What follows belongs to an exercise in optimizing a design on an open flow for small area, a short achievable clock period and few clock cycles; a production flow would make more cautious choices. Function was checked by simulation only, so behaviour that the tests miss may differ from the original.

**design/flow/constraint.sdc**
```tcl
create_clock -name core_clock -period 4.0 [get_ports {clock}]
set_input_delay 0.8000 -clock core_clock [delete_from_list [all_inputs] [get_ports {clock}]]
set_output_delay 0.8000 -clock core_clock [all_outputs]
set_load 0.01 [all_outputs]
```
**design/flow/design.v**
```verilog
module SequentialMultiplier(clock, reset, multiplicand, multiplier, product, ready, start);
    parameter N = 32;
    input clock;
    input reset;
    input [N-1:0] multiplicand, multiplier;
    output [2*N-1:0] product;
    output ready;
    input start;
    logic busy;
    logic first;                         
    logic [2:0] count;                   
    logic [N-1:0] m_register;
    logic b0;                            
    logic [34:0] acc_s, acc_c;       
    logic [N-1:0] ph_register;           
    logic [N-1:0] pl_register;           
    logic [3:0] one, two, neg;      
    logic [7:0] pend_s, pend_c;          
    logic pend_n;                        
    logic [1:0] pend_ci;                 
    wire go = start & ~busy;
    wire accumulate = busy & ~count[2];
    wire resolve = busy & count[2];
    assign ready = ~busy;
    wire [8:0] bb = go ? {multiplier[8:1], 1'b0} : pl_register[15:7];
    wire [3:0] one_d, two_d, neg_d;
    genvar j;
    generate
        for (j = 0; j < 4; j = j + 1) begin : enc
            assign one_d[j] = bb[2*j+1] ^ bb[2*j];
            assign two_d[j] = (bb[2*j+2] & ~bb[2*j+1] & ~bb[2*j]) | (~bb[2*j+2] & bb[2*j+1] & bb[2*j]);
            assign neg_d[j] = bb[2*j+2] & ~(bb[2*j+1] & bb[2*j]);
        end
    endgenerate
    wire [34:0] sum_in = first ? {3'b0, m_register & {N{b0}}} : acc_s;
    wire [34:0] carry_in = first ? {1'b1, 34'b0} : acc_c;
    wire inj41 = ~(count[1] & count[0]);
    wire [N:0] m1 = {1'b0, m_register};
    wire [N:0] m2 = {m_register, 1'b0};
    wire [33:0] row0 = {~neg[0], ({33{one[0]}} & m1 | {33{two[0]}} & m2) ^ {33{neg[0]}}};
    wire [33:0] row1 = {~neg[1], ({33{one[1]}} & m1 | {33{two[1]}} & m2) ^ {33{neg[1]}}};
    wire [33:0] row2 = {~neg[2], ({33{one[2]}} & m1 | {33{two[2]}} & m2) ^ {33{neg[2]}}};
    wire [33:0] row3 = {~neg[3], ({33{one[3]}} & m1 | {33{two[3]}} & m2) ^ {33{neg[3]}}};
    wire hs0, hc0;
    HalfAdder ha0 (carry_in[3], sum_in[3], hs0, hc0);
    wire hs1, hc1;
    HalfAdder ha1 (carry_in[4], sum_in[4], hs1, hc1);
    wire fs0, fc0;
    FullAdder fa0 (carry_in[5], sum_in[5], neg[2], fs0, fc0);
    wire hs2, hc2;
    HalfAdder ha2 (row0[4], row1[2], hs2, hc2);
    wire fs1, fc1;
    FullAdder fa1 (carry_in[6], sum_in[6], row0[5], fs1, fc1);
    wire hs3, hc3;
    HalfAdder ha3 (row1[3], row2[1], hs3, hc3);
    wire fs2, fc2;
    FullAdder fa2 (carry_in[7], sum_in[7], row0[6], fs2, fc2);
    wire fs3, fc3;
    FullAdder fa3 (row1[4], row2[2], row3[0], fs3, fc3);
    wire fs4, fc4;
    FullAdder fa4 (carry_in[8], sum_in[8], row0[7], fs4, fc4);
    wire fs5, fc5;
    FullAdder fa5 (row1[5], row2[3], row3[1], fs5, fc5);
    wire fs6, fc6;
    FullAdder fa6 (carry_in[9], sum_in[9], row0[8], fs6, fc6);
    wire fs7, fc7;
    FullAdder fa7 (row1[6], row2[4], row3[2], fs7, fc7);
    wire fs8, fc8;
    FullAdder fa8 (carry_in[10], sum_in[10], row0[9], fs8, fc8);
    wire fs9, fc9;
    FullAdder fa9 (row1[7], row2[5], row3[3], fs9, fc9);
    wire fs10, fc10;
    FullAdder fa10 (carry_in[11], sum_in[11], row0[10], fs10, fc10);
    wire fs11, fc11;
    FullAdder fa11 (row1[8], row2[6], row3[4], fs11, fc11);
    wire fs12, fc12;
    FullAdder fa12 (carry_in[12], sum_in[12], row0[11], fs12, fc12);
    wire fs13, fc13;
    FullAdder fa13 (row1[9], row2[7], row3[5], fs13, fc13);
    wire fs14, fc14;
    FullAdder fa14 (carry_in[13], sum_in[13], row0[12], fs14, fc14);
    wire fs15, fc15;
    FullAdder fa15 (row1[10], row2[8], row3[6], fs15, fc15);
    wire fs16, fc16;
    FullAdder fa16 (carry_in[14], sum_in[14], row0[13], fs16, fc16);
    wire fs17, fc17;
    FullAdder fa17 (row1[11], row2[9], row3[7], fs17, fc17);
    wire fs18, fc18;
    FullAdder fa18 (carry_in[15], sum_in[15], row0[14], fs18, fc18);
    wire fs19, fc19;
    FullAdder fa19 (row1[12], row2[10], row3[8], fs19, fc19);
    wire fs20, fc20;
    FullAdder fa20 (carry_in[16], sum_in[16], row0[15], fs20, fc20);
    wire fs21, fc21;
    FullAdder fa21 (row1[13], row2[11], row3[9], fs21, fc21);
    wire fs22, fc22;
    FullAdder fa22 (carry_in[17], sum_in[17], row0[16], fs22, fc22);
    wire fs23, fc23;
    FullAdder fa23 (row1[14], row2[12], row3[10], fs23, fc23);
    wire fs24, fc24;
    FullAdder fa24 (carry_in[18], sum_in[18], row0[17], fs24, fc24);
    wire fs25, fc25;
    FullAdder fa25 (row1[15], row2[13], row3[11], fs25, fc25);
    wire fs26, fc26;
    FullAdder fa26 (carry_in[19], sum_in[19], row0[18], fs26, fc26);
    wire fs27, fc27;
    FullAdder fa27 (row1[16], row2[14], row3[12], fs27, fc27);
    wire fs28, fc28;
    FullAdder fa28 (carry_in[20], sum_in[20], row0[19], fs28, fc28);
    wire fs29, fc29;
    FullAdder fa29 (row1[17], row2[15], row3[13], fs29, fc29);
    wire fs30, fc30;
    FullAdder fa30 (carry_in[21], sum_in[21], row0[20], fs30, fc30);
    wire fs31, fc31;
    FullAdder fa31 (row1[18], row2[16], row3[14], fs31, fc31);
    wire fs32, fc32;
    FullAdder fa32 (carry_in[22], sum_in[22], row0[21], fs32, fc32);
    wire fs33, fc33;
    FullAdder fa33 (row1[19], row2[17], row3[15], fs33, fc33);
    wire fs34, fc34;
    FullAdder fa34 (carry_in[23], sum_in[23], row0[22], fs34, fc34);
    wire fs35, fc35;
    FullAdder fa35 (row1[20], row2[18], row3[16], fs35, fc35);
    wire fs36, fc36;
    FullAdder fa36 (carry_in[24], sum_in[24], row0[23], fs36, fc36);
    wire fs37, fc37;
    FullAdder fa37 (row1[21], row2[19], row3[17], fs37, fc37);
    wire fs38, fc38;
    FullAdder fa38 (carry_in[25], sum_in[25], row0[24], fs38, fc38);
    wire fs39, fc39;
    FullAdder fa39 (row1[22], row2[20], row3[18], fs39, fc39);
    wire fs40, fc40;
    FullAdder fa40 (carry_in[26], sum_in[26], row0[25], fs40, fc40);
    wire fs41, fc41;
    FullAdder fa41 (row1[23], row2[21], row3[19], fs41, fc41);
    wire fs42, fc42;
    FullAdder fa42 (carry_in[27], sum_in[27], row0[26], fs42, fc42);
    wire fs43, fc43;
    FullAdder fa43 (row1[24], row2[22], row3[20], fs43, fc43);
    wire fs44, fc44;
    FullAdder fa44 (carry_in[28], sum_in[28], row0[27], fs44, fc44);
    wire fs45, fc45;
    FullAdder fa45 (row1[25], row2[23], row3[21], fs45, fc45);
    wire fs46, fc46;
    FullAdder fa46 (carry_in[29], sum_in[29], row0[28], fs46, fc46);
    wire fs47, fc47;
    FullAdder fa47 (row1[26], row2[24], row3[22], fs47, fc47);
    wire fs48, fc48;
    FullAdder fa48 (carry_in[30], sum_in[30], row0[29], fs48, fc48);
    wire fs49, fc49;
    FullAdder fa49 (row1[27], row2[25], row3[23], fs49, fc49);
    wire fs50, fc50;
    FullAdder fa50 (carry_in[31], sum_in[31], row0[30], fs50, fc50);
    wire fs51, fc51;
    FullAdder fa51 (row1[28], row2[26], row3[24], fs51, fc51);
    wire fs52, fc52;
    FullAdder fa52 (carry_in[32], sum_in[32], row0[31], fs52, fc52);
    wire fs53, fc53;
    FullAdder fa53 (row1[29], row2[27], row3[25], fs53, fc53);
    wire fs54, fc54;
    FullAdder fa54 (carry_in[33], sum_in[33], row0[32], fs54, fc54);
    wire fs55, fc55;
    FullAdder fa55 (row1[30], row2[28], row3[26], fs55, fc55);
    wire fs56, fc56;
    FullAdder fa56 (carry_in[34], sum_in[34], row0[33], fs56, fc56);
    wire fs57, fc57;
    FullAdder fa57 (row1[31], row2[29], row3[27], fs57, fc57);
    wire fs58 = ~(row1[32] ^ row2[30]);
    wire fc58 = row1[32] | row2[30];
    wire hs4, hc4;
    HalfAdder ha4 (carry_in[1], sum_in[1], hs4, hc4);
    wire hs5, hc5;
    HalfAdder ha5 (carry_in[2], sum_in[2], hs5, hc5);
    wire fs59, fc59;
    FullAdder fa59 (hs0, neg[1], row0[2], fs59, fc59);
    wire fs60, fc60;
    FullAdder fa60 (hc0, hs1, row0[3], fs60, fc60);
    wire fs61, fc61;
    FullAdder fa61 (hc1, row2[0], fs0, fs61, fc61);
    wire fs62, fc62;
    FullAdder fa62 (fc0, hc2, hs3, fs62, fc62);
    wire fs63, fc63;
    FullAdder fa63 (hc3, fc1, fs2, fs63, fc63);
    wire fs64, fc64;
    FullAdder fa64 (fc2, fc3, fs4, fs64, fc64);
    wire fs65, fc65;
    FullAdder fa65 (fc4, fc5, fs6, fs65, fc65);
    wire fs66, fc66;
    FullAdder fa66 (fc6, fc7, fs8, fs66, fc66);
    wire fs67, fc67;
    FullAdder fa67 (fc8, fc9, fs10, fs67, fc67);
    wire fs68, fc68;
    FullAdder fa68 (fc10, fc11, fs12, fs68, fc68);
    wire fs69, fc69;
    FullAdder fa69 (fc12, fc13, fs14, fs69, fc69);
    wire fs70, fc70;
    FullAdder fa70 (fc14, fc15, fs16, fs70, fc70);
    wire fs71, fc71;
    FullAdder fa71 (fc16, fc17, fs18, fs71, fc71);
    wire fs72, fc72;
    FullAdder fa72 (fc18, fc19, fs20, fs72, fc72);
    wire fs73, fc73;
    FullAdder fa73 (fc20, fc21, fs22, fs73, fc73);
    wire fs74, fc74;
    FullAdder fa74 (fc22, fc23, fs24, fs74, fc74);
    wire fs75, fc75;
    FullAdder fa75 (fc24, fc25, fs26, fs75, fc75);
    wire fs76, fc76;
    FullAdder fa76 (fc26, fc27, fs28, fs76, fc76);
    wire fs77, fc77;
    FullAdder fa77 (fc28, fc29, fs30, fs77, fc77);
    wire fs78, fc78;
    FullAdder fa78 (fc30, fc31, fs32, fs78, fc78);
    wire fs79, fc79;
    FullAdder fa79 (fc32, fc33, fs34, fs79, fc79);
    wire fs80, fc80;
    FullAdder fa80 (fc34, fc35, fs36, fs80, fc80);
    wire fs81, fc81;
    FullAdder fa81 (fc36, fc37, fs38, fs81, fc81);
    wire fs82, fc82;
    FullAdder fa82 (fc38, fc39, fs40, fs82, fc82);
    wire fs83, fc83;
    FullAdder fa83 (fc40, fc41, fs42, fs83, fc83);
    wire fs84, fc84;
    FullAdder fa84 (fc42, fc43, fs44, fs84, fc84);
    wire fs85, fc85;
    FullAdder fa85 (fc44, fc45, fs46, fs85, fc85);
    wire fs86, fc86;
    FullAdder fa86 (fc46, fc47, fs48, fs86, fc86);
    wire fs87, fc87;
    FullAdder fa87 (fc48, fc49, fs50, fs87, fc87);
    wire fs88, fc88;
    FullAdder fa88 (fc50, fc51, fs52, fs88, fc88);
    wire fs89, fc89;
    FullAdder fa89 (fc52, fc53, fs54, fs89, fc89);
    wire fs90, fc90;
    FullAdder fa90 (fc54, fc55, fs56, fs90, fc90);
    wire fs91, fc91;
    FullAdder fa91 (row3[28], fc56, fc57, fs91, fc91);
    wire fs92, fc92;
    FullAdder fa92 (row1[33], row2[31], row3[29], fs92, fc92);
    wire hs6 = ~row2[32];
    wire hc6 = row2[32];
    wire hs7, hc7;
    HalfAdder ha7 (hs4, neg[0], hs7, hc7);
    wire fs93, fc93;
    FullAdder fa93 (hc4, hs5, row0[1], fs93, fc93);
    wire fs94, fc94;
    FullAdder fa94 (hc5, row1[0], fs59, fs94, fc94);
    wire fs95, fc95;
    FullAdder fa95 (row1[1], fc59, fs60, fs95, fc95);
    wire fs96, fc96;
    FullAdder fa96 (hs2, fc60, fs61, fs96, fc96);
    wire fs97, fc97;
    FullAdder fa97 (fs1, fc61, fs62, fs97, fc97);
    wire fs98, fc98;
    FullAdder fa98 (fs3, fc62, fs63, fs98, fc98);
    wire fs99, fc99;
    FullAdder fa99 (fs5, fc63, fs64, fs99, fc99);
    wire fs100, fc100;
    FullAdder fa100 (fs7, fc64, fs65, fs100, fc100);
    wire fs101, fc101;
    FullAdder fa101 (fs9, fc65, fs66, fs101, fc101);
    wire fs102, fc102;
    FullAdder fa102 (fs11, fc66, fs67, fs102, fc102);
    wire fs103, fc103;
    FullAdder fa103 (fs13, fc67, fs68, fs103, fc103);
    wire fs104, fc104;
    FullAdder fa104 (fs15, fc68, fs69, fs104, fc104);
    wire fs105, fc105;
    FullAdder fa105 (fs17, fc69, fs70, fs105, fc105);
    wire fs106, fc106;
    FullAdder fa106 (fs19, fc70, fs71, fs106, fc106);
    wire fs107, fc107;
    FullAdder fa107 (fs21, fc71, fs72, fs107, fc107);
    wire fs108, fc108;
    FullAdder fa108 (fs23, fc72, fs73, fs108, fc108);
    wire fs109, fc109;
    FullAdder fa109 (fs25, fc73, fs74, fs109, fc109);
    wire fs110, fc110;
    FullAdder fa110 (fs27, fc74, fs75, fs110, fc110);
    wire fs111, fc111;
    FullAdder fa111 (fs29, fc75, fs76, fs111, fc111);
    wire fs112, fc112;
    FullAdder fa112 (fs31, fc76, fs77, fs112, fc112);
    wire fs113, fc113;
    FullAdder fa113 (fs33, fc77, fs78, fs113, fc113);
    wire fs114, fc114;
    FullAdder fa114 (fs35, fc78, fs79, fs114, fc114);
    wire fs115, fc115;
    FullAdder fa115 (fs37, fc79, fs80, fs115, fc115);
    wire fs116, fc116;
    FullAdder fa116 (fs39, fc80, fs81, fs116, fc116);
    wire fs117, fc117;
    FullAdder fa117 (fs41, fc81, fs82, fs117, fc117);
    wire fs118, fc118;
    FullAdder fa118 (fs43, fc82, fs83, fs118, fc118);
    wire fs119, fc119;
    FullAdder fa119 (fs45, fc83, fs84, fs119, fc119);
    wire fs120, fc120;
    FullAdder fa120 (fs47, fc84, fs85, fs120, fc120);
    wire fs121, fc121;
    FullAdder fa121 (fs49, fc85, fs86, fs121, fc121);
    wire fs122, fc122;
    FullAdder fa122 (fs51, fc86, fs87, fs122, fc122);
    wire fs123, fc123;
    FullAdder fa123 (fs53, fc87, fs88, fs123, fc123);
    wire fs124, fc124;
    FullAdder fa124 (fs55, fc88, fs89, fs124, fc124);
    wire fs125, fc125;
    FullAdder fa125 (fs57, fc89, fs90, fs125, fc125);
    wire fs126, fc126;
    FullAdder fa126 (fs58, fc90, fs91, fs126, fc126);
    wire fs127, fc127;
    FullAdder fa127 (fc58, fs92, fc91, fs127, fc127);
    wire fs128, fc128;
    FullAdder fa128 (row3[30], hs6, fc92, fs128, fc128);
    wire fs129, fc129;
    FullAdder fa129 (row2[33], row3[31], hc6, fs129, fc129);
    wire hs8 = ~row3[32];
    wire hc8 = row3[32];
    wire [42:0] tx = {1'b0, inj41, row3[33], hs8, fs129, fs128, fc126, fc125, fc124, fc123, fc122, fc121, fc120, fc119, fc118, fc117, fc116, fc115, fc114, fc113, fc112, fc111, fc110, fc109, fc108, fc107, fc106, fc105, fc104, fc103, fc102, fc101, fc100, fc99, fc98, fc97, fc96, fc95, fc94, fc93, hc7, hs7, carry_in[0]};
    wire [42:0] ty = {1'b0, 1'b0, hc8, fc129, fc128, fc127, fs127, fs126, fs125, fs124, fs123, fs122, fs121, fs120, fs119, fs118, fs117, fs116, fs115, fs114, fs113, fs112, fs111, fs110, fs109, fs108, fs107, fs106, fs105, fs104, fs103, fs102, fs101, fs100, fs99, fs98, fs97, fs96, fs95, fs94, fs93, row0[0], sum_in[0]};
    wire [39:0] fsum;
    wire [1:0] low_ci;
    FinalAdder final_add ({acc_s[N-1:0], pend_s}, {acc_c[N-1:0], pend_c}, pend_n, pend_ci, fsum, low_ci);
    wire [7:0] low = fsum[7:0];
    wire [N-1:0] hi = fsum[39:8];
    assign product = {ph_register, pl_register};
    always_ff @(posedge clock) begin
        if (~busy)
            m_register <= multiplicand;
        if (go)
            b0 <= multiplier[0];
        one <= one_d;
        two <= two_d;
        neg <= neg_d;
        pend_s <= tx[7:0];
        pend_c <= ty[7:0];
        pend_n <= neg[3];
        pend_ci <= first ? 2'b0 : low_ci;
        acc_s <= tx[42:8];
        acc_c <= ty[42:8];
        if (resolve)
            ph_register <= hi;
        if (go)
            pl_register <= {1'b0, multiplier[N-1:1]};
        else if (busy)
            pl_register <= {low, pl_register[N-1:8]};
    end
    always_ff @(posedge clock or posedge reset) begin
        if (reset)
            first <= 1'b0;
        else
            first <= go;
    end
    always_ff @(posedge clock or posedge reset) begin
        if (reset) begin
            busy <= 1'b0;
            count <= '0;
        end else if (go) begin
            busy <= 1'b1;
            count <= '0;
        end else if (busy) begin
            count <= count + 1'b1;
            if (count == 3'd4)
                busy <= 1'b0;
        end
    end
endmodule
module FinalAdder(input [39:0] x, input [39:0] y, input n, input [1:0] ci,
                  output [39:0] sum, output [1:0] low_ci);
    wire [39:0] z = {32'b0, n, 5'b0, ci};
    wire [39:0] u = x ^ y ^ z;
    wire [40:0] v = {(x & y) | ((x | y) & z), 1'b0};
    wire c8;
    wire p0, g0;
    HalfAdder pg0 (u[0], v[0], p0, g0);
    wire p1, g1;
    HalfAdder pg1 (u[1], v[1], p1, g1);
    wire p2, g2;
    HalfAdder pg2 (u[2], v[2], p2, g2);
    wire p3, g3;
    HalfAdder pg3 (u[3], v[3], p3, g3);
    wire p4, g4;
    HalfAdder pg4 (u[4], v[4], p4, g4);
    wire p5, g5;
    HalfAdder pg5 (u[5], v[5], p5, g5);
    wire p6, g6;
    HalfAdder pg6 (u[6], v[6], p6, g6);
    wire p7, g7;
    HalfAdder pg7 (u[7], v[7], p7, g7);
    wire p8, g8;
    HalfAdder pg8 (u[8], v[8], p8, g8);
    wire p9, g9;
    HalfAdder pg9 (u[9], v[9], p9, g9);
    wire p10, g10;
    HalfAdder pg10 (u[10], v[10], p10, g10);
    wire p11, g11;
    HalfAdder pg11 (u[11], v[11], p11, g11);
    wire p12, g12;
    HalfAdder pg12 (u[12], v[12], p12, g12);
    wire p13, g13;
    HalfAdder pg13 (u[13], v[13], p13, g13);
    wire p14, g14;
    HalfAdder pg14 (u[14], v[14], p14, g14);
    wire p15, g15;
    HalfAdder pg15 (u[15], v[15], p15, g15);
    wire p16, g16;
    HalfAdder pg16 (u[16], v[16], p16, g16);
    wire p17, g17;
    HalfAdder pg17 (u[17], v[17], p17, g17);
    wire p18, g18;
    HalfAdder pg18 (u[18], v[18], p18, g18);
    wire p19, g19;
    HalfAdder pg19 (u[19], v[19], p19, g19);
    wire p20, g20;
    HalfAdder pg20 (u[20], v[20], p20, g20);
    wire p21, g21;
    HalfAdder pg21 (u[21], v[21], p21, g21);
    wire p22, g22;
    HalfAdder pg22 (u[22], v[22], p22, g22);
    wire p23, g23;
    HalfAdder pg23 (u[23], v[23], p23, g23);
    wire p24, g24;
    HalfAdder pg24 (u[24], v[24], p24, g24);
    wire p25, g25;
    HalfAdder pg25 (u[25], v[25], p25, g25);
    wire p26, g26;
    HalfAdder pg26 (u[26], v[26], p26, g26);
    wire p27, g27;
    HalfAdder pg27 (u[27], v[27], p27, g27);
    wire p28, g28;
    HalfAdder pg28 (u[28], v[28], p28, g28);
    wire p29, g29;
    HalfAdder pg29 (u[29], v[29], p29, g29);
    wire p30, g30;
    HalfAdder pg30 (u[30], v[30], p30, g30);
    wire p31, g31;
    HalfAdder pg31 (u[31], v[31], p31, g31);
    wire p32, g32;
    HalfAdder pg32 (u[32], v[32], p32, g32);
    wire p33, g33;
    HalfAdder pg33 (u[33], v[33], p33, g33);
    wire p34, g34;
    HalfAdder pg34 (u[34], v[34], p34, g34);
    wire p35, g35;
    HalfAdder pg35 (u[35], v[35], p35, g35);
    wire p36, g36;
    HalfAdder pg36 (u[36], v[36], p36, g36);
    wire p37, g37;
    HalfAdder pg37 (u[37], v[37], p37, g37);
    wire p38, g38;
    HalfAdder pg38 (u[38], v[38], p38, g38);
    wire p39, g39;
    HalfAdder pg39 (u[39], v[39], p39, g39);
    wire G0;
    AndOr go0 (p1, g0, g1, G0);
    wire G1;
    AndOr go1 (p3, g2, g3, G1);
    wire P1;
    And2 po1 (p3, p2, P1);
    wire G2;
    AndOr go2 (p5, g4, g5, G2);
    wire P2;
    And2 po2 (p5, p4, P2);
    wire G3;
    AndOr go3 (p7, g6, g7, G3);
    wire P3;
    And2 po3 (p7, p6, P3);
    wire G4;
    AndOr go4 (p9, g8, g9, G4);
    wire P4;
    And2 po4 (p9, p8, P4);
    wire G5;
    AndOr go5 (p11, g10, g11, G5);
    wire P5;
    And2 po5 (p11, p10, P5);
    wire G6;
    AndOr go6 (p13, g12, g13, G6);
    wire P6;
    And2 po6 (p13, p12, P6);
    wire G7;
    AndOr go7 (p15, g14, g15, G7);
    wire P7;
    And2 po7 (p15, p14, P7);
    wire G8;
    AndOr go8 (p17, g16, g17, G8);
    wire P8;
    And2 po8 (p17, p16, P8);
    wire G9;
    AndOr go9 (p19, g18, g19, G9);
    wire P9;
    And2 po9 (p19, p18, P9);
    wire G10;
    AndOr go10 (p21, g20, g21, G10);
    wire P10;
    And2 po10 (p21, p20, P10);
    wire G11;
    AndOr go11 (p23, g22, g23, G11);
    wire P11;
    And2 po11 (p23, p22, P11);
    wire G12;
    AndOr go12 (p25, g24, g25, G12);
    wire P12;
    And2 po12 (p25, p24, P12);
    wire G13;
    AndOr go13 (p27, g26, g27, G13);
    wire P13;
    And2 po13 (p27, p26, P13);
    wire G14;
    AndOr go14 (p29, g28, g29, G14);
    wire P14;
    And2 po14 (p29, p28, P14);
    wire G15;
    AndOr go15 (p31, g30, g31, G15);
    wire P15;
    And2 po15 (p31, p30, P15);
    wire G16;
    AndOr go16 (p33, g32, g33, G16);
    wire P16;
    And2 po16 (p33, p32, P16);
    wire G17;
    AndOr go17 (p35, g34, g35, G17);
    wire P17;
    And2 po17 (p35, p34, P17);
    wire G18;
    AndOr go18 (p37, g36, g37, G18);
    wire P18;
    And2 po18 (p37, p36, P18);
    wire G19;
    AndOr go19 (p39, g38, g39, G19);
    wire P19;
    And2 po19 (p39, p38, P19);
    wire G20;
    AndOr go20 (p2, G0, g2, G20);
    wire G21;
    AndOr go21 (P1, G0, G1, G21);
    wire G22;
    AndOr go22 (p6, G2, g6, G22);
    wire P22;
    And2 po22 (p6, P2, P22);
    wire G23;
    AndOr go23 (P3, G2, G3, G23);
    wire P23;
    And2 po23 (P3, P2, P23);
    wire G24;
    AndOr go24 (p10, G4, g10, G24);
    wire P24;
    And2 po24 (p10, P4, P24);
    wire G25;
    AndOr go25 (P5, G4, G5, G25);
    wire P25;
    And2 po25 (P5, P4, P25);
    wire G26;
    AndOr go26 (p14, G6, g14, G26);
    wire P26;
    And2 po26 (p14, P6, P26);
    wire G27;
    AndOr go27 (P7, G6, G7, G27);
    wire P27;
    And2 po27 (P7, P6, P27);
    wire G28;
    AndOr go28 (p18, G8, g18, G28);
    wire P28;
    And2 po28 (p18, P8, P28);
    wire G29;
    AndOr go29 (P9, G8, G9, G29);
    wire P29;
    And2 po29 (P9, P8, P29);
    wire G30;
    AndOr go30 (p22, G10, g22, G30);
    wire P30;
    And2 po30 (p22, P10, P30);
    wire G31;
    AndOr go31 (P11, G10, G11, G31);
    wire P31;
    And2 po31 (P11, P10, P31);
    wire G32;
    AndOr go32 (p26, G12, g26, G32);
    wire P32;
    And2 po32 (p26, P12, P32);
    wire G33;
    AndOr go33 (P13, G12, G13, G33);
    wire P33;
    And2 po33 (P13, P12, P33);
    wire G34;
    AndOr go34 (p30, G14, g30, G34);
    wire P34;
    And2 po34 (p30, P14, P34);
    wire G35;
    AndOr go35 (P15, G14, G15, G35);
    wire P35;
    And2 po35 (P15, P14, P35);
    wire G36;
    AndOr go36 (p34, G16, g34, G36);
    wire P36;
    And2 po36 (p34, P16, P36);
    wire G37;
    AndOr go37 (P17, G16, G17, G37);
    wire P37;
    And2 po37 (P17, P16, P37);
    wire G38;
    AndOr go38 (p38, G18, g38, G38);
    wire P38;
    And2 po38 (p38, P18, P38);
    wire G39;
    AndOr go39 (P19, G18, G19, G39);
    wire P39;
    And2 po39 (P19, P18, P39);
    wire G40;
    AndOr go40 (p4, G21, g4, G40);
    wire G41;
    AndOr go41 (P2, G21, G2, G41);
    wire G42;
    AndOr go42 (P22, G21, G22, G42);
    wire G43;
    AndOr go43 (P23, G21, G23, G43);
    wire G44;
    AndOr go44 (p12, G25, g12, G44);
    wire P44;
    And2 po44 (p12, P25, P44);
    wire G45;
    AndOr go45 (P6, G25, G6, G45);
    wire P45;
    And2 po45 (P6, P25, P45);
    wire G46;
    AndOr go46 (P26, G25, G26, G46);
    wire P46;
    And2 po46 (P26, P25, P46);
    wire G47;
    AndOr go47 (P27, G25, G27, G47);
    wire P47;
    And2 po47 (P27, P25, P47);
    wire G48;
    AndOr go48 (p20, G29, g20, G48);
    wire P48;
    And2 po48 (p20, P29, P48);
    wire G49;
    AndOr go49 (P10, G29, G10, G49);
    wire P49;
    And2 po49 (P10, P29, P49);
    wire G50;
    AndOr go50 (P30, G29, G30, G50);
    wire P50;
    And2 po50 (P30, P29, P50);
    wire G51;
    AndOr go51 (P31, G29, G31, G51);
    wire P51;
    And2 po51 (P31, P29, P51);
    wire G52;
    AndOr go52 (p28, G33, g28, G52);
    wire P52;
    And2 po52 (p28, P33, P52);
    wire G53;
    AndOr go53 (P14, G33, G14, G53);
    wire P53;
    And2 po53 (P14, P33, P53);
    wire G54;
    AndOr go54 (P34, G33, G34, G54);
    wire P54;
    And2 po54 (P34, P33, P54);
    wire G55;
    AndOr go55 (P35, G33, G35, G55);
    wire P55;
    And2 po55 (P35, P33, P55);
    wire G56;
    AndOr go56 (p36, G37, g36, G56);
    wire P56;
    And2 po56 (p36, P37, P56);
    wire G57;
    AndOr go57 (P18, G37, G18, G57);
    wire P57;
    And2 po57 (P18, P37, P57);
    wire G58;
    AndOr go58 (P38, G37, G38, G58);
    wire P58;
    And2 po58 (P38, P37, P58);
    wire G59;
    AndOr go59 (P39, G37, G39, G59);
    wire P59;
    And2 po59 (P39, P37, P59);
    wire G60;
    AndOr go60 (p8, G43, g8, G60);
    wire G61;
    AndOr go61 (P4, G43, G4, G61);
    wire G62;
    AndOr go62 (P24, G43, G24, G62);
    wire G63;
    AndOr go63 (P25, G43, G25, G63);
    wire G64;
    AndOr go64 (P44, G43, G44, G64);
    wire G65;
    AndOr go65 (P45, G43, G45, G65);
    wire G66;
    AndOr go66 (P46, G43, G46, G66);
    wire G67;
    AndOr go67 (P47, G43, G47, G67);
    wire G68;
    AndOr go68 (p24, G51, g24, G68);
    wire P68;
    And2 po68 (p24, P51, P68);
    wire G69;
    AndOr go69 (P12, G51, G12, G69);
    wire P69;
    And2 po69 (P12, P51, P69);
    wire G70;
    AndOr go70 (P32, G51, G32, G70);
    wire P70;
    And2 po70 (P32, P51, P70);
    wire G71;
    AndOr go71 (P33, G51, G33, G71);
    wire P71;
    And2 po71 (P33, P51, P71);
    wire G72;
    AndOr go72 (P52, G51, G52, G72);
    wire P72;
    And2 po72 (P52, P51, P72);
    wire G73;
    AndOr go73 (P53, G51, G53, G73);
    wire P73;
    And2 po73 (P53, P51, P73);
    wire G74;
    AndOr go74 (P54, G51, G54, G74);
    wire P74;
    And2 po74 (P54, P51, P74);
    wire G75;
    AndOr go75 (P55, G51, G55, G75);
    wire P75;
    And2 po75 (P55, P51, P75);
    wire G76;
    AndOr go76 (p16, G67, g16, G76);
    wire G77;
    AndOr go77 (P8, G67, G8, G77);
    wire G78;
    AndOr go78 (P28, G67, G28, G78);
    wire G79;
    AndOr go79 (P29, G67, G29, G79);
    wire G80;
    AndOr go80 (P48, G67, G48, G80);
    wire G81;
    AndOr go81 (P49, G67, G49, G81);
    wire G82;
    AndOr go82 (P50, G67, G50, G82);
    wire G83;
    AndOr go83 (P51, G67, G51, G83);
    wire G84;
    AndOr go84 (P68, G67, G68, G84);
    wire G85;
    AndOr go85 (P69, G67, G69, G85);
    wire G86;
    AndOr go86 (P70, G67, G70, G86);
    wire G87;
    AndOr go87 (P71, G67, G71, G87);
    wire G88;
    AndOr go88 (P72, G67, G72, G88);
    wire G89;
    AndOr go89 (P73, G67, G73, G89);
    wire G90;
    AndOr go90 (P74, G67, G74, G90);
    wire G91;
    AndOr go91 (P75, G67, G75, G91);
    wire G92;
    AndOr go92 (p32, G91, g32, G92);
    wire G93;
    AndOr go93 (P16, G91, G16, G93);
    wire G94;
    AndOr go94 (P36, G91, G36, G94);
    wire G95;
    AndOr go95 (P37, G91, G37, G95);
    wire G96;
    AndOr go96 (P56, G91, G56, G96);
    wire G97;
    AndOr go97 (P57, G91, G57, G97);
    wire G98;
    AndOr go98 (P58, G91, G58, G98);
    wire G99;
    AndOr go99 (P59, G91, G59, G99);
    assign sum[0] = p0;
    Xor2 sx1 (p1, g0, sum[1]);
    Xor2 sx2 (p2, G0, sum[2]);
    Xor2 sx3 (p3, G20, sum[3]);
    Xor2 sx4 (p4, G21, sum[4]);
    Xor2 sx5 (p5, G40, sum[5]);
    Xor2 sx6 (p6, G41, sum[6]);
    Xor2 sx7 (p7, G42, sum[7]);
    Xor2 sx8 (p8, G43, sum[8]);
    Xor2 sx9 (p9, G60, sum[9]);
    Xor2 sx10 (p10, G61, sum[10]);
    Xor2 sx11 (p11, G62, sum[11]);
    Xor2 sx12 (p12, G63, sum[12]);
    Xor2 sx13 (p13, G64, sum[13]);
    Xor2 sx14 (p14, G65, sum[14]);
    Xor2 sx15 (p15, G66, sum[15]);
    Xor2 sx16 (p16, G67, sum[16]);
    Xor2 sx17 (p17, G76, sum[17]);
    Xor2 sx18 (p18, G77, sum[18]);
    Xor2 sx19 (p19, G78, sum[19]);
    Xor2 sx20 (p20, G79, sum[20]);
    Xor2 sx21 (p21, G80, sum[21]);
    Xor2 sx22 (p22, G81, sum[22]);
    Xor2 sx23 (p23, G82, sum[23]);
    Xor2 sx24 (p24, G83, sum[24]);
    Xor2 sx25 (p25, G84, sum[25]);
    Xor2 sx26 (p26, G85, sum[26]);
    Xor2 sx27 (p27, G86, sum[27]);
    Xor2 sx28 (p28, G87, sum[28]);
    Xor2 sx29 (p29, G88, sum[29]);
    Xor2 sx30 (p30, G89, sum[30]);
    Xor2 sx31 (p31, G90, sum[31]);
    Xor2 sx32 (p32, G91, sum[32]);
    Xor2 sx33 (p33, G92, sum[33]);
    Xor2 sx34 (p34, G93, sum[34]);
    Xor2 sx35 (p35, G94, sum[35]);
    Xor2 sx36 (p36, G95, sum[36]);
    Xor2 sx37 (p37, G96, sum[37]);
    Xor2 sx38 (p38, G97, sum[38]);
    Xor2 sx39 (p39, G98, sum[39]);
    assign c8 = G43;
    assign low_ci = {1'b0, c8} + {1'b0, v[8]};
endmodule
module AndOr(input a, input b, input c, output y);
    assign y = (a & b) | c;
endmodule
module And2(input a, input b, output y);
    assign y = a & b;
endmodule
module Xor2(input a, input b, output y);
    assign y = a ^ b;
endmodule
module FullAdder(input a, input b, input c, output s, output co);
    assign s = a ^ b ^ c;
    assign co = (a & b) | (a & c) | (b & c);
endmodule
module HalfAdder(input a, input b, output s, output co);
    assign s = a ^ b;
    assign co = a & b;
endmodule
```
**design/flow/flow/run.sh**
```bash
#!/bin/bash
# Standard layout (the standard.sh, unchanged synthesis and steps), with
# the port buffers made from sky130_fd_sc_hd__buf_1 instead of the flow's
# default pick. Every tool's output goes to standard.log here.
set -euo pipefail
export BUFFER_PORTS_ARGS="-buffer_cell sky130_fd_sc_hd__buf_1"
bash standard.sh > standard.log 2>&1
```
**design/flow/standard.sh**
```bash
#!/bin/bash
# synth_recipe.tcl (not shown) runs the flow's synth.tcl, then flattens the netlist and writes it again
# the make line also repeats each setting of config.mk as NAME=value (left out here)
make -C /OpenROAD-flow-scripts/flow DESIGN_CONFIG=/design/flow/config.mk WORK_HOME=/design/flow/orfs CLKGATE_MAP_FILE= SYNTH_SCRIPT=/design/flow/synth_recipe.tcl "${@:-finish}"
```
**design/flow/config.mk**
```make
export PLATFORM = sky130hd
export DESIGN_NAME = SequentialMultiplier
export DESIGN_NICKNAME = SequentialMultiplier
export VERILOG_FILES = /design/flow/design.v
export SDC_FILE = /design/flow/constraint.sdc
export NUM_CORES = 4
export LEC_CHECK = 0
export CAP_MARGIN = 20
export CORE_MARGIN = 2
export CORE_UTILIZATION = 40
export CTS_BUF_LIST = sky130_fd_sc_hd__clkbuf_8
export SETUP_SLACK_MARGIN = 1.0
export SLEW_MARGIN = 20
export SYNTH_HIERARCHICAL = 1
```
==> results of run 1 <==
-- per-module statistics from Yosys, one instance, submodules excluded --
module / area (µm²) / flops+latches
And2: 6.26 / 0
AndOr: 7.51 / 0
FinalAdder: 543 / 0
FullAdder: 20.0 / 0
HalfAdder: 12.5 / 0
SequentialMultiplier: 9100 / 200
Xor2: 8.76 / 0
-- cells by family (layout without fill, tap and decap cells) --
kind of cell               count (synthesis)  in the layout
DFF                                      200            200
other                                      2              3
and+or+nand+nor                          246            246
AOI/OAI and AO/OA                        283            283
xor gates and xnor gates                 179            179
adders and majority gates                220            220
buffers and inverters                    146            233
muxes                                      1              1
-- worst reg2reg max path, stage by stage, from the launching register on --
cell,delay (ps)
dfxtp_2,1000
xnor2_1,280
fa_1,490
fa_1,590
fa_1,420
-- per-stage QoR --
stage	setup WS (ps)
4_1_cts	997
6_report	1110
2_1_floorplan	1160
3_5_place_dp	1010
3_3_place_gp	1050
5_1_grt	1010
-- how the worst max path moves through the flow --
stage	startpoint	end	slack (ps)
global route	pend_c[7]	ph_register[28]	1010
floorplan	pend_c[7]	ph_register[28]	1160
global placement	pend_c[7]	ph_register[28]	1050
detailed placement	pend_c[7]	ph_register[31]	1010
finish	neg[3]	acc_c[3]	1110
CTS	pend_c[7]	ph_register[25]	1000
-- area by class of cell --
cell class / instances / area, µm²
clock buffers: 17 / 234
inverters: 48 / 180
fillers: 3345 / 19800
clock inverters: 15 / 210
multi-input cells: 932 / 8610
repair buffers: 153 / 682
well taps: 461 / 577
flip-flops and latches: 200 / 5000
-- sequential cells by signal (all words and copies together) (netlist names) --
signal and count:
acc_c 33, pl_register 32, two 4, b0 1, ph_register 32, m_register 32, busy 1, neg 4
count 3, first 1, pend_n 1, one 4, pend_s 8, pend_ci 2, acc_s 34, pend_c 8
-- cells in the mapped netlist, types with 2 or more instances --
cell type    n  area share
a21o_1      99       0.052
a21oi_1      7      0.0025
a21oi_2      3      0.0018
a22oi_1    124       0.065
a31oi_2      2      0.0018
a32o_1       3      0.0021
and2_1      60       0.026
buf_2       49       0.017
buf_4        4      0.0021
buf_8        2      0.0021
clkbuf_1    42       0.011
conb_1       2     0.00053
dfrtp_1      5      0.0088
dfxtp_1     99        0.14
edfxtp_1    96        0.20
fa_1       132        0.19
ha_1        88       0.077
inv_1       47       0.012
nand2_1    108       0.028
nand3_1     32       0.011
nor2_1       2     0.00053
nor2b_1     38       0.017
o21a_1       2      0.0011
o21ai_0     42       0.015
or3b_1       3      0.0018
xnor2_1    136       0.084
xor2_1      43       0.026
-- layer usage --
| layer | track usage | vias up | part of all wire | routed length [µm] |
|---|---|---|---|---|
| li1 | - | 4501 | - | - |
| met1 | 0.259 | 4696 | 0.45 | 15100 |
| met2 | 0.298 | 301 | 0.47 | 15700 |
| met3 | 0.0389 | 37 | 0.060 | 2000 |
| met4 | 0.0617 | 2 | 0.019 | 642 |
| met5 | 0 | - | 0.00036 | 12 |
-- repair_timing --
item,CTS,global route
gates resized for setup,1,4
setup buffers,1,0
pin swaps,0,0
setup endpoints to repair,8,37
==> summary.txt, run 1 <==
Final nets=1,639; YS warnings=7; dpl cells=1,793; Synth Instances=1,277; final setup vio count=0; register area share after synthesis=0.350; Yosys reg bits=200; All-Layer GR Usage=0.189; CTS clk-pin slew, worst paths=120 ps; full die area=0.0371 mm²; Syn Std Cell Area=0.0142 mm²; FF-to-FF path depth=4; Vias=9,537; Synth Area in Adders=0.263; Reg2Reg Setup Slack=1110 ps; CP max stage delay=1000 ps; final core utilization=0.439; die width=193 µm; Worst-Skew Late Latency=510 ps; Tightest Hold Check Type=input port to asynchronous set/reset pin; Die Y=193 µm; I/O Pins=132; most common cell after layout, fill and taps aside=xnor2_1; initial drt markers=683; CTS Sinks=200; largest net degree at the start of global routing=49; Worst Path Arrival=3280 ps; fin crit period=2890 ps; overall routed net length=33,400 µm; Cell Chain, Critical Path=xnor2_1 -> fa_1 -> fa_1 -> fa_1; CTS Hold Bufs=0; crit path buf inv count=0; asr flop ratio synth=0.0250; drt drc=0; RR Startpoint=neg[3]; Critical Path Stages=4; Final Cell Area=0.0155 mm²; Critical R2R Capture=acc_c[3]; WL/cell=18.3 µm; Area Growth Syn to Fin=8.84%; Final Skew=22.7 ps; CORE AREA=0.0353 mm²; number of synthesized flops with an enable pin=96; Non-Filler Instances=1,826; layout cell share with drive strength beyond 1=0.0527; Slowest-stage cell, CP=dfxtp_2; max_cap viols=0; Vias/cell=5.22; post-synthesis simple-gate area fraction=0.0871; RSZ-0062 raised after global routing=false; Clock Path Buffers=2; CP startpoint kind=flop; status=no timing/DRC/antenna violations; delay-heaviest family, CP=adder cells; relative slew slack=0.316; Synth Area in XOR/XNOR=0.110; f_max=346 MHz; final hold vios=0; CTS root buffer=clkbuf_8; measured slew at the worst slew-check pin=1030 ps; top_reg_cell synth=dfxtp_1; largest family of logic cells by synthesized area=adder cells; DPL Wire Length=24,400 µm; crit path max fanout=31; Num CTS Buffers=17; Setup crit end kind=flop; CTS tree=built; first-pass GRT wire length=53,500 µm; gr ovfl total=0; GP Congestion=0.832; Final Slew Violations=0; Yosys cell types=34; placed inst area=0.0150 mm²; Syn Area/Cell=11.1 µm²; Initial Utilization=0.403; initial antenna violation count=1; Initial DRT Pass Iterations=5; worst path required time=4390 ps; mux cell area share after synthesis=0.000791; # diodes=0; setup TNS=0 ps; row count=69; vias in the first global route=9,780; Routed Antenna Nets=0; IO buf count=131; Critical Path Most Common Cell=fa_1; H-tree Lvls=4; compound-gate portion of the synthesized area=0.142; Tcrit/Tclk final=0.722; CP Class=flop to flop; commonest non-fill, non-tap cells in the layout=136 x xnor2_1, 132 x fa_1, 131 x buf_1; Hold WS=146 ps
Testbench counts, summed over its fixed seeds: cycles 28,808.
==> run 2, diff against run 1 <==
--- a/design/flow/flow/run.sh
+++ b/design/flow/flow/run.sh
@@ -5,3 +5,4 @@
 set -euo pipefail
 export BUFFER_PORTS_ARGS="-buffer_cell sky130_fd_sc_hd__buf_1"
+export RECOVER_POWER=100
 bash standard.sh > standard.log 2>&1
--- a/design/flow/config.mk
+++ b/design/flow/config.mk
@@ -9,5 +9,4 @@
 export CORE_MARGIN = 2
 export CORE_UTILIZATION = 40
-export CTS_BUF_LIST = sky130_fd_sc_hd__clkbuf_8
 export SETUP_SLACK_MARGIN = 1.0
 export SLEW_MARGIN = 20
==> summary.txt, run 2 <==
Yosys reg bits=200 (unchanged); CP startpoint kind=flop; Worst Path Arrival=3630 ps (+350 ps); row count=69 (unchanged); relative slew slack=-0.868 (-1.18); gr ovfl total=0 (unchanged); CTS Sinks=200 (unchanged); Tcrit/Tclk final=0.821 (+0.0986); CTS clk-pin slew, worst paths=90 ps (-30 ps); Syn Area/Cell=11.1 µm² (unchanged); H-tree Lvls=4 (unchanged); Critical Path Most Common Cell=fa_1; Final WS setup=717 ps (-394 ps); f_max=305 MHz (-12%); Area Growth Syn to Fin=9.83%; Clock Path Buffers=2 (unchanged); top flop regs=acc_s (34), acc_c (33); layout check faults=capacitance limit, slew limit; max FFs per register=34 (unchanged); Num CTS Buffers=17 (unchanged); Vias=9,549 (+0.13%); Slowest-stage cell, CP=dfxtp_1; CTS tree=built; layout cell share with drive strength beyond 1=0.0432 (-0.00952); cell accounting for the most synthesized area=edfxtp_1; CTS Hold Bufs=0 (unchanged); All-Layer GR Usage=0.190 (+0.000776); Synth Instances=1,277 (unchanged); final setup vio count=0 (unchanged); top-area cell type share of the netlist area=0.202 (unchanged); largest net degree at the start of global routing=49 (unchanged); worst path required time=4340 ps (-50 ps); Vias/cell=5.23 (+0.13%); overall routed net length=33,600 µm (+0.54%); measured slew at the worst slew-check pin=2800 ps (+1770 ps); final hold vios=0 (unchanged); fillers=3,328 (-0.51%); final core utilization=0.443 (+0.00400); Yosys cell types=34 (unchanged); most numerous cell in the Yosys netlist=xnor2_1; initial antenna violation count=1 (unchanged); WL met1=15,300 µm (+1.3%); Tightest Hold Check Type=input port to asynchronous set/reset pin; # diodes=0 (unchanged); CP max stage delay=1020 ps (+20 ps); GP Congestion=0.832 (unchanged); fin crit period=3280 ps (+394 ps); Largest Register=acc_s; Routed Antenna Nets=0 (unchanged); top area cells in the synthesized netlist=edfxtp_1 20%, fa_1 19%, dfxtp_1 14%; most common library cells after synthesis=136 x xnor2_1, 132 x fa_1, 124 x a22oi_1; Final nets=1,639 (unchanged); Die Y=193 µm (unchanged); CP Class=flop to flop; commonest non-fill, non-tap cells in the layout=136 x xnor2_1, 132 x fa_1, 130 x buf_1; Setup crit end kind=flop; met2 WL=15,700 µm (+0.38%); asr flop ratio synth=0.0250 (unchanged); WL/cell=18.4 µm (+0.54%); DPL Wire Length=24,400 µm (unchanged); first-pass GRT wire length=53,800 µm (+0.42%); Highest Signal Layer=met5; RSZ-0062 raised after global routing=false; top_reg_cell synth=dfxtp_1; drt drc=0 (unchanged); Final Slew Violations=102 (+102); Initial DRT Pass Iterations=5 (unchanged); Final Skew=15.3 ps (-7.49 ps); number of synthesized flops with an enable pin=96 (unchanged); I/O Pins=132 (unchanged); pre-CTS WS=1010 ps (unchanged); Syn Std Cell Area=0.0142 mm² (unchanged); YS warnings=7 (unchanged); register area share after synthesis=0.350 (unchanged); vias in the first global route=9,777 (-0.031%); setup TNS=0 ps (unchanged); most common cell after layout, fill and taps aside=xnor2_1; met3 wire len=1910 µm (-4.8%); Cell Chain, Critical Path=buf_4 -> clkbuf_1 -> xnor2_1 -> ha_1 -> fa_1 -> fa_1; crit path max fanout=17 (-45%); status=finished with violations; CORE AREA=0.0353 mm² (unchanged); Initial Utilization=0.403 (unchanged); die width=193 µm (unchanged); Worst-Skew Late Latency=460 ps (-50 ps); IO buf count=131 (unchanged); full die area=0.0371 mm² (unchanged); initial drt markers=712 (+4.2%); CTS root buffer=clkbuf_16; max_cap viols=3 (+3)
==> run 2: cell counts after synthesis <==
No cell type changed its count.
==> run 2: path summary, 6_finish.rpt <==
check | from | endpoint | slack [ps] | depth (start not counted)
max in group asynchronous | reset | count[0] | 3600 | 2
setup reg to reg | neg[0] | pend_c[6] | 720 | 6
setup / recovery | neg[0] | pend_c[6] | 720 | 6
min in group core_clock | acc_s[0] | pend_c[0] | 490 | 2
hold / removal | reset | first | 200 | 2
hold reg to reg | acc_s[0] | pend_c[0] | 490 | 2
==> run 2: repair_timing <==
action | CTS | global route
resized for setup | 1 | 4
setup endpoints to repair | 7 | 43
setup buffers | 0 | 1
pin swaps | 0 | 0
==> run 2: metrics by stage <==
stage | cell area, µm² | std cells | hold WS (ps)
after floorplan | 14200 | 1278 | 326
final | 15600 | 1826 | 203
after CTS | 15700 | 1825 | 184
after global placement | 15000 | 1793 | 467
after detailed placement | 15000 | 1793 | 474
after global routing | 15600 | 1826 | 214
==> run 2: area by class of cell <==
class | instances | area [µm²] | area share
Clock buffer | 18 | 450 | 0.0288
Sequential cell | 200 | 4990 | 0.319
Multi-Input combinational cell | 932 | 8590 | 0.550
Inverter | 48 | 180 | 0.0115
Clock inverter | 14 | 180 | 0.0115
Tap cell | 461 | 577 | 0.0369
Timing Repair Buffer | 153 | 663 | 0.0424
==> run 2: logic make-up after synthesis <==
kind of cell,synth area share
AO/OA/AOI/OAI,0.142
adder cells (fa/ha/maj),0.263
other,0.000527
AND/OR/NAND/NOR,0.0871
buffers and inverters,0.0460
XOR/XNOR,0.110
flip-flops,0.350
multiplexers,0.000791
==> run 2: metal layers <==
metal  track usage  vias to the layer above
met2         0.297                      297
li1              -                     4500
met5             0                        -
met4        0.0634                        2
met1         0.261                     4714
met3        0.0391                       36
==> run 2: modules after synthesis, one instance, submodules excluded <==
module,times used,flip-flops and latches,cells,area [µm²]
And2,58,0,1,6.26
FinalAdder,1,0,43,543
HalfAdder,47,0,1,12.5
FullAdder,129,0,1,20.0
AndOr,96,0,1,7.51
SequentialMultiplier,1,200,865,9100
Xor2,39,0,1,8.76
==> run 2: critical path: cells and delay by family, from the launching register on <==
family,cells,cell delay (ps)
buffers and inverters,2,810
adder cells (fa/ha/maj),3,1160
flip-flops,1,1020
XOR/XNOR,1,130
==> run 3, diff against run 2 <==
--- a/design/flow/flow/run.sh
+++ b/design/flow/flow/run.sh
@@ -5,4 +5,3 @@
 set -euo pipefail
 export BUFFER_PORTS_ARGS="-buffer_cell sky130_fd_sc_hd__buf_1"
-export RECOVER_POWER=100
 bash standard.sh > standard.log 2>&1
--- a/design/flow/config.mk
+++ b/design/flow/config.mk
@@ -9,5 +9,5 @@
 export CORE_MARGIN = 2
 export CORE_UTILIZATION = 40
-export SETUP_SLACK_MARGIN = 1.0
+export SETUP_SLACK_MARGIN = 1.4
 export SLEW_MARGIN = 20
 export SYNTH_HIERARCHICAL = 1
==> summary.txt, run 3 <==
CP Class=flop to flop; CORE AREA=0.0353 mm² (unchanged); overall routed net length=36,500 µm (+8.5%); Non-Filler Instances=1,887 (+3.3%); most numerous cell in the Yosys netlist=xnor2_1; Clock Path Buffers=2 (unchanged); I/O Pins=132 (unchanged); most common library cells after synthesis=136 x xnor2_1, 132 x fa_1, 124 x a22oi_1; CTS root buffer=clkbuf_16; WL/cell=19.3 µm (+5.0%); IO buf count=131 (unchanged); top-area cell type share of the netlist area=0.202 (unchanged); Initial DRT Pass Iterations=9 (+4); max_cap viols=0 (-3); initial antenna violation count=0 (-1); Yosys reg bits=200 (unchanged); dpl cells=1,790 (-0.17%); setup TNS=0 ps (unchanged); Tcrit/Tclk final=0.678 (-0.143); Final Skew=11.1 ps (-4.11 ps); H-tree Lvls=4 (unchanged); delay-heaviest family, CP=compound AO/OA/AOI/OAI gates; final setup vio count=0 (unchanged); Yosys cell types=34 (unchanged); Final Cell Area=0.0166 mm² (+6.2%); Area Growth Syn to Fin=16.6%; Tightest Hold Check Type=input port to asynchronous set/reset pin; Final nets=1,700 (+3.7%); top flop regs=acc_s (34), acc_c (33); GP Congestion=0.836 (+0.48%); largest net degree at the start of global routing=49 (unchanged); Reg2Reg Setup Slack=1290 ps (+570 ps); fillers=3,225 (-3.1%); CTS Sinks=200 (unchanged); CP startpoint kind=flop; Initial Utilization=0.403 (unchanged); full die area=0.0371 mm² (unchanged); Vias/cell=5.26 (+0.66%); final hold vios=0 (unchanged); Final Slew Violations=0 (-100%); Routed Antenna Nets=0 (unchanged); gr ovfl total=0 (unchanged); f_max=369 MHz (+21%); worst path required time=4220 ps (-120 ps); first-pass GRT wire length=55,000 µm (+2.3%); RSZ-0062 raised after global routing=true; crit path max fanout=8 (-9); row count=69 (unchanged); Slowest-stage cell, CP=fa_1; CTS tree=built; fin crit period=2710 ps (-572 ps); measured slew at the worst slew-check pin=953 ps (-1850 ps); top_reg_cell synth=dfxtp_1; initial drt markers=809 (+14%); placed inst area=0.0151 mm² (+0.19%); relative slew slack=0.365 (+1.23); CP max stage delay=570 ps (-450 ps); die width=193 µm (unchanged); Syn Std Cell Area=0.0142 mm² (unchanged); FF-to-FF path depth=9 (+3); Hold WS=215 ps (+11.4 ps); crit path buf inv count=0 (-2); Worst Path Arrival=2930 ps (-700 ps); RR Startpoint=pend_c[7]; YS warnings=7 (unchanged); final core utilization=0.470 (+0.0273); Synth Instances=1,277 (unchanged); drt drc=0 (unchanged); vias in the first global route=9,852 (+0.77%); All-Layer GR Usage=0.195 (+0.00506); layout cell share with drive strength beyond 1=0.136 (+0.0928); Setup crit end kind=flop; most common cell after layout, fill and taps aside=xnor2_1; register area share after synthesis=0.350 (unchanged); Critical R2R Capture=ph_register[28]; Die Y=193 µm (unchanged); Largest Register=acc_s; # diodes=0 (unchanged); top area cells in the synthesized netlist=edfxtp_1 20%, fa_1 19%, dfxtp_1 14%; Vias=9,933 (+4.0%); Num CTS Buffers=17 (unchanged); Syn Area/Cell=11.1 µm² (unchanged); asr flop ratio synth=0.0250 (unchanged); cell accounting for the most synthesized area=edfxtp_1; max FFs per register=34 (unchanged); CTS clk-pin slew, worst paths=80 ps (about the same); Worst-Skew Late Latency=460 ps (about the same); Cell Chain, Critical Path=fa_1 -> ha_4 -> a21o_1 -> a21o_1 -> a21o_4 -> a21o_4 -> a21o_4 -> a21o_1 -> xor2_1; DPL Wire Length=24,600 µm (+0.72%); commonest non-fill, non-tap cells in the layout=135 x xnor2_1, 131 x buf_1, 119 x a22oi_1, 119 x fa_1, 108 x nand2_1; number of synthesized flops with an enable pin=96 (unchanged); status=no timing/DRC/antenna violations
==> run 3: cell counts after synthesis <==
Identical to the previous run, type by type.
==> run 3: worst max path at each step <==
stage	cells after the start	slack [ps]	to	startpoint
2_1_floorplan	9	1310	ph_register[26]	pend_s[1]
3_3_place_gp	6	1080	acc_c[3]	b0
3_5_place_dp	6	1020	acc_c[0]	b0
4_1_cts	9	1270	ph_register[31]	pend_c[7]
5_1_grt	9	1200	ph_register[31]	pend_c[7]
6_report	9	1290	ph_register[28]	pend_c[7]
==> run 3: timing repair <==
action,CTS,global route
endpoints found under the setup margin,91,62
pin swaps,8,19
resized for setup,26,94
buffers inserted,11,49
hold buffers,0,0
endpoints found under the hold margin,0,0
cloned,1,4
==> run 3: area by class of cell <==
type | count | area (µm²) | area share
Multi-Input combinational cell | 932 | 8860 | 0.534
Inverter | 48 | 180 | 0.0109
Tap cell | 461 | 577 | 0.0347
Timing Repair Buffer | 214 | 1340 | 0.0808
Clock inverter | 15 | 208 | 0.0125
Clock buffer | 17 | 425 | 0.0256
Sequential cell | 200 | 5010 | 0.302
==> run 3: Yosys stat by module (local to each module, per instance) <==
module | area [µm²] | flops+latches | times used | cells inside
And2 | 6.26 | 0 | 58 | 1
Xor2 | 8.76 | 0 | 39 | 1
AndOr | 7.51 | 0 | 96 | 1
FinalAdder | 543 | 0 | 1 | 43
FullAdder | 20.0 | 0 | 129 | 1
HalfAdder | 12.5 | 0 | 47 | 1
SequentialMultiplier | 9100 | 200 | 1 | 865
==> run 3: per-layer routing <==
| layer | vias to the layer above | wire [µm] | track usage |
|---|---|---|---|
| li1 | 4626 | - | - |
| met4 | 0 | 504 | 0.0482 |
| met3 | 32 | 2320 | 0.0407 |
| met2 | 323 | 17300 | 0.311 |
| met5 | - | 0 | 0 |
| met1 | 4952 | 16300 | 0.270 |
==> run 3: logic make-up after synthesis <==
family,count (synthesis),share of synthesized area
AO/OA/AOI/OAI,283,0.142
AND/OR/NAND/NOR,246,0.0871
adder cells (fa/ha/maj),220,0.263
flip-flops,200,0.350
XOR/XNOR,179,0.110
buffers and inverters,146,0.0460
other,2,0.000527
multiplexers,1,0.000791
==> run 3: per-stage QoR <==
step	worst slack, ps
finish	1290
detailed placement	1020
CTS	1270
global route	1200
global placement	1080
floorplan	1310
==> run 4, diff against run 3 <==
--- a/design/flow/config.mk
+++ b/design/flow/config.mk
@@ -9,5 +9,5 @@
 export CORE_MARGIN = 2
 export CORE_UTILIZATION = 40
-export SETUP_SLACK_MARGIN = 1.4
+export SETUP_SLACK_MARGIN = 1.6
 export SLEW_MARGIN = 20
 export SYNTH_HIERARCHICAL = 1
==> summary.txt, run 4 <==
status=no timing/DRC/antenna violations; max_cap viols=0 (unchanged); WL/cell=20.6 µm (+6.8%); most common cell after layout, fill and taps aside=buf_1; Yosys cell types=34 (unchanged); CTS Hold Bufs=0 (unchanged); Area Growth Syn to Fin=26.9%; layout cell share with drive strength beyond 1=0.258 (+0.121); max FFs per register=34 (unchanged); CTS Sinks=200 (unchanged); largest net degree at the start of global routing=49 (unchanged); grt met2 use=0.364 (+0.0538); IO buf count=131 (unchanged); asr flop ratio synth=0.0250 (unchanged); top area cells in the synthesized netlist=edfxtp_1 20%, fa_1 19%, dfxtp_1 14%; Worst-Skew Late Latency=460 ps (about the same); top flop regs=acc_s (34), acc_c (33); H-tree Lvls=4 (unchanged); Tightest Hold Check Type=input port to asynchronous set/reset pin; pre-CTS WS=1090 ps (+64.1 ps); CORE AREA=0.0353 mm² (unchanged); Initial DRT Pass Iterations=7 (-2); CTS root buffer=clkbuf_16; met3 usage=0.0482 (+0.00746); Final Skew=14.0 ps (+2.86 ps); Clock Path Buffers=2 (unchanged); met1 GRT Util=0.279 (+0.00891); worst path required time=4210 ps (about the same); CP Class=flop to flop; initial drt markers=753 (-6.9%); Synth Instances=1,277 (unchanged); Setup crit end kind=flop; full die area=0.0371 mm² (unchanged); drt drc=0 (unchanged); GP Congestion=0.831 (-0.55%); overall routed net length=39,700 µm (+9.0%); CP startpoint kind=flop; setup TNS=0 ps (unchanged); cell accounting for the most synthesized area=edfxtp_1; Yosys reg bits=200 (unchanged); Final WS setup=1280 ps (-9.32 ps); Vias=10,276 (+3.5%); Initial Utilization=0.403 (unchanged); CTS clk-pin slew, worst paths=80 ps (about the same); Final Slew Violations=0 (unchanged); f_max=368 MHz (-0.34%); RSZ-0062 raised after global routing=true; relative slew slack=0.379 (+0.0140); # diodes=0 (unchanged); gr ovfl total=0 (unchanged); Routed Antenna Nets=0 (unchanged); Syn Area/Cell=11.1 µm² (unchanged); Tcrit/Tclk final=0.680 (+0.00233); commonest non-fill, non-tap cells in the layout=131 x buf_1, 125 x xnor2_1, 107 x nand2_1; final setup vio count=0 (unchanged); top_reg_cell synth=dfxtp_1; I/O Pins=132 (unchanged); Die Y=193 µm (unchanged); register area share after synthesis=0.350 (unchanged); top-area cell type share of the netlist area=0.202 (unchanged); first-pass GRT wire length=61,400 µm (+12%); initial antenna violation count=0 (unchanged); CTS tree=built; vias in the first global route=10,742 (+9.0%); grt peak-use layer=met2; Largest Register=acc_s; Final nets=1,738 (+2.2%); measured slew at the worst slew-check pin=932 ps (-21.1 ps); number of synthesized flops with an enable pin=96 (unchanged); DPL Wire Length=25,200 µm (+2.5%); Num CTS Buffers=17 (unchanged); fin crit period=2720 ps (+9.32 ps); most numerous cell in the Yosys netlist=xnor2_1; row count=69 (unchanged); die width=193 µm (unchanged); crit path max fanout=8 (unchanged); Vias/cell=5.34 (+1.4%); YS warnings=7 (unchanged); Syn Std Cell Area=0.0142 mm² (unchanged); most common library cells after synthesis=136 x xnor2_1, 132 x fa_1, 124 x a22oi_1; final hold vios=0 (unchanged); All-Layer GR Usage=0.221 (+0.0266); Worst Path Arrival=2930 ps (about the same)
-- run 4: cell counts after synthesis --
No cell type changed its count.
-- run 4: cell families after synthesis --
group                      Yosys count  share of synthesized area
other                                2                   0.000527
adders and majority gates          220                      0.263
and+or+nand+nor                    246                     0.0871
AOI/OAI and AO/OA                  283                      0.142
xor gates and xnor gates           179                      0.110
muxes                                1                   0.000791
DFF                                200                      0.350
buffers and inverters              146                     0.0460
-- run 4: worst max-delay path, stage by stage (launching register included) --
cell and delay (ps):
dfxtp_2 320, fa_1 580, ha_4 220, and2_4 160, a21o_1 160, a21o_4 210, a21o_4 260, a21o_4 250
a21o_1 190, xor2_1 140
-- run 4: layer usage --
layer / vias to the layer above / part of all wire
li1: 4716 / -
met1: 5094 / 0.41
met2: 374 / 0.48
met3: 92 / 0.068
met4: 0 / 0.037
met5: - / 0
-- run 4: per-stage QoR --
step / cells / cell area (µm²) / utilization / hold slack (ps)
after global routing: 1925 / 18100 / 0.511 / 217
after floorplan: 1278 / 14300 / - / 326
after CTS: 1919 / 17600 / 0.499 / 210
after global placement: 1793 / 15100 / 0.427 / 472
after detailed placement: 1793 / 15100 / 0.427 / 473
final: 1925 / 18100 / 0.511 / 223
-- run 4: worst paths after layout --
path | startpoint | endpoint | slack [ps] | depth (start not counted)
worst max-delay path | pend_c[7] | ph_register[27] | 1280 | 9
worst max register to register | pend_c[7] | ph_register[27] | 1280 | 9
worst min-delay path | reset | count[0] | 220 | 2
worst min register to register | acc_s[0] | pend_c[0] | 470 | 2
min in group core_clock | acc_s[0] | pend_c[0] | 470 | 2
max in group asynchronous | reset | first | 3540 | 2
-- run 4: area by class of cell --
type	instances	area, µm²
fill	3028	17200
multi-input combinational	932	9720
sequential	200	5020
timing repair buffer	252	1970
tap	461	577
clock buffer	20	468
inverter	48	184
clock inverter	12	125
-- run 4: Yosys stat by module (local to each module, per instance) --
module	copies in the design	cells inside
And2	58	1
AndOr	96	1
FinalAdder	1	43
FullAdder	129	1
HalfAdder	47	1
SequentialMultiplier	1	865
Xor2	39	1
-- run 4: repair_timing --
action | CTS | global route
gates cloned | 13 | 0
pin swaps | 59 | 41
hold endpoints to repair | 0 | 0
buffers inserted | 81 | 6
endpoints found under the setup margin | 93 | 97
resized for setup | 255 | 68

[static timing again, ports no longer ideal]
The flow's constraints put no driver on any port. The routed layouts listed below were extracted and timed again, unchanged, in two steps. Step 1, drivers: a clkbuf_16 drives clock and a buf_2 each remaining input, both assumed. Step 2, shift: input delay + t, output delay - t, t = (earliest + latest rising clock arrival at the registers) / 2. This alone moves slack from input paths to output paths. Slacks: ideal ports / drivers / drivers and shift; pairs: ideal ports / drivers.
run	t, ns	setup slack, ns	hold slack, ns
run 1	0.549	1.111 / 1.111 / 1.111	0.146 / 0.120 / 0.492
run 2	0.506	0.717 / 0.717 / 0.717	0.203 / 0.172 / 0.487
run 3	0.502	1.289 / 1.289 / 1.289	0.215 / 0.188 / 0.491
run 4	0.497	1.279 / 1.279 / 1.279	0.223 / 0.198 / 0.475
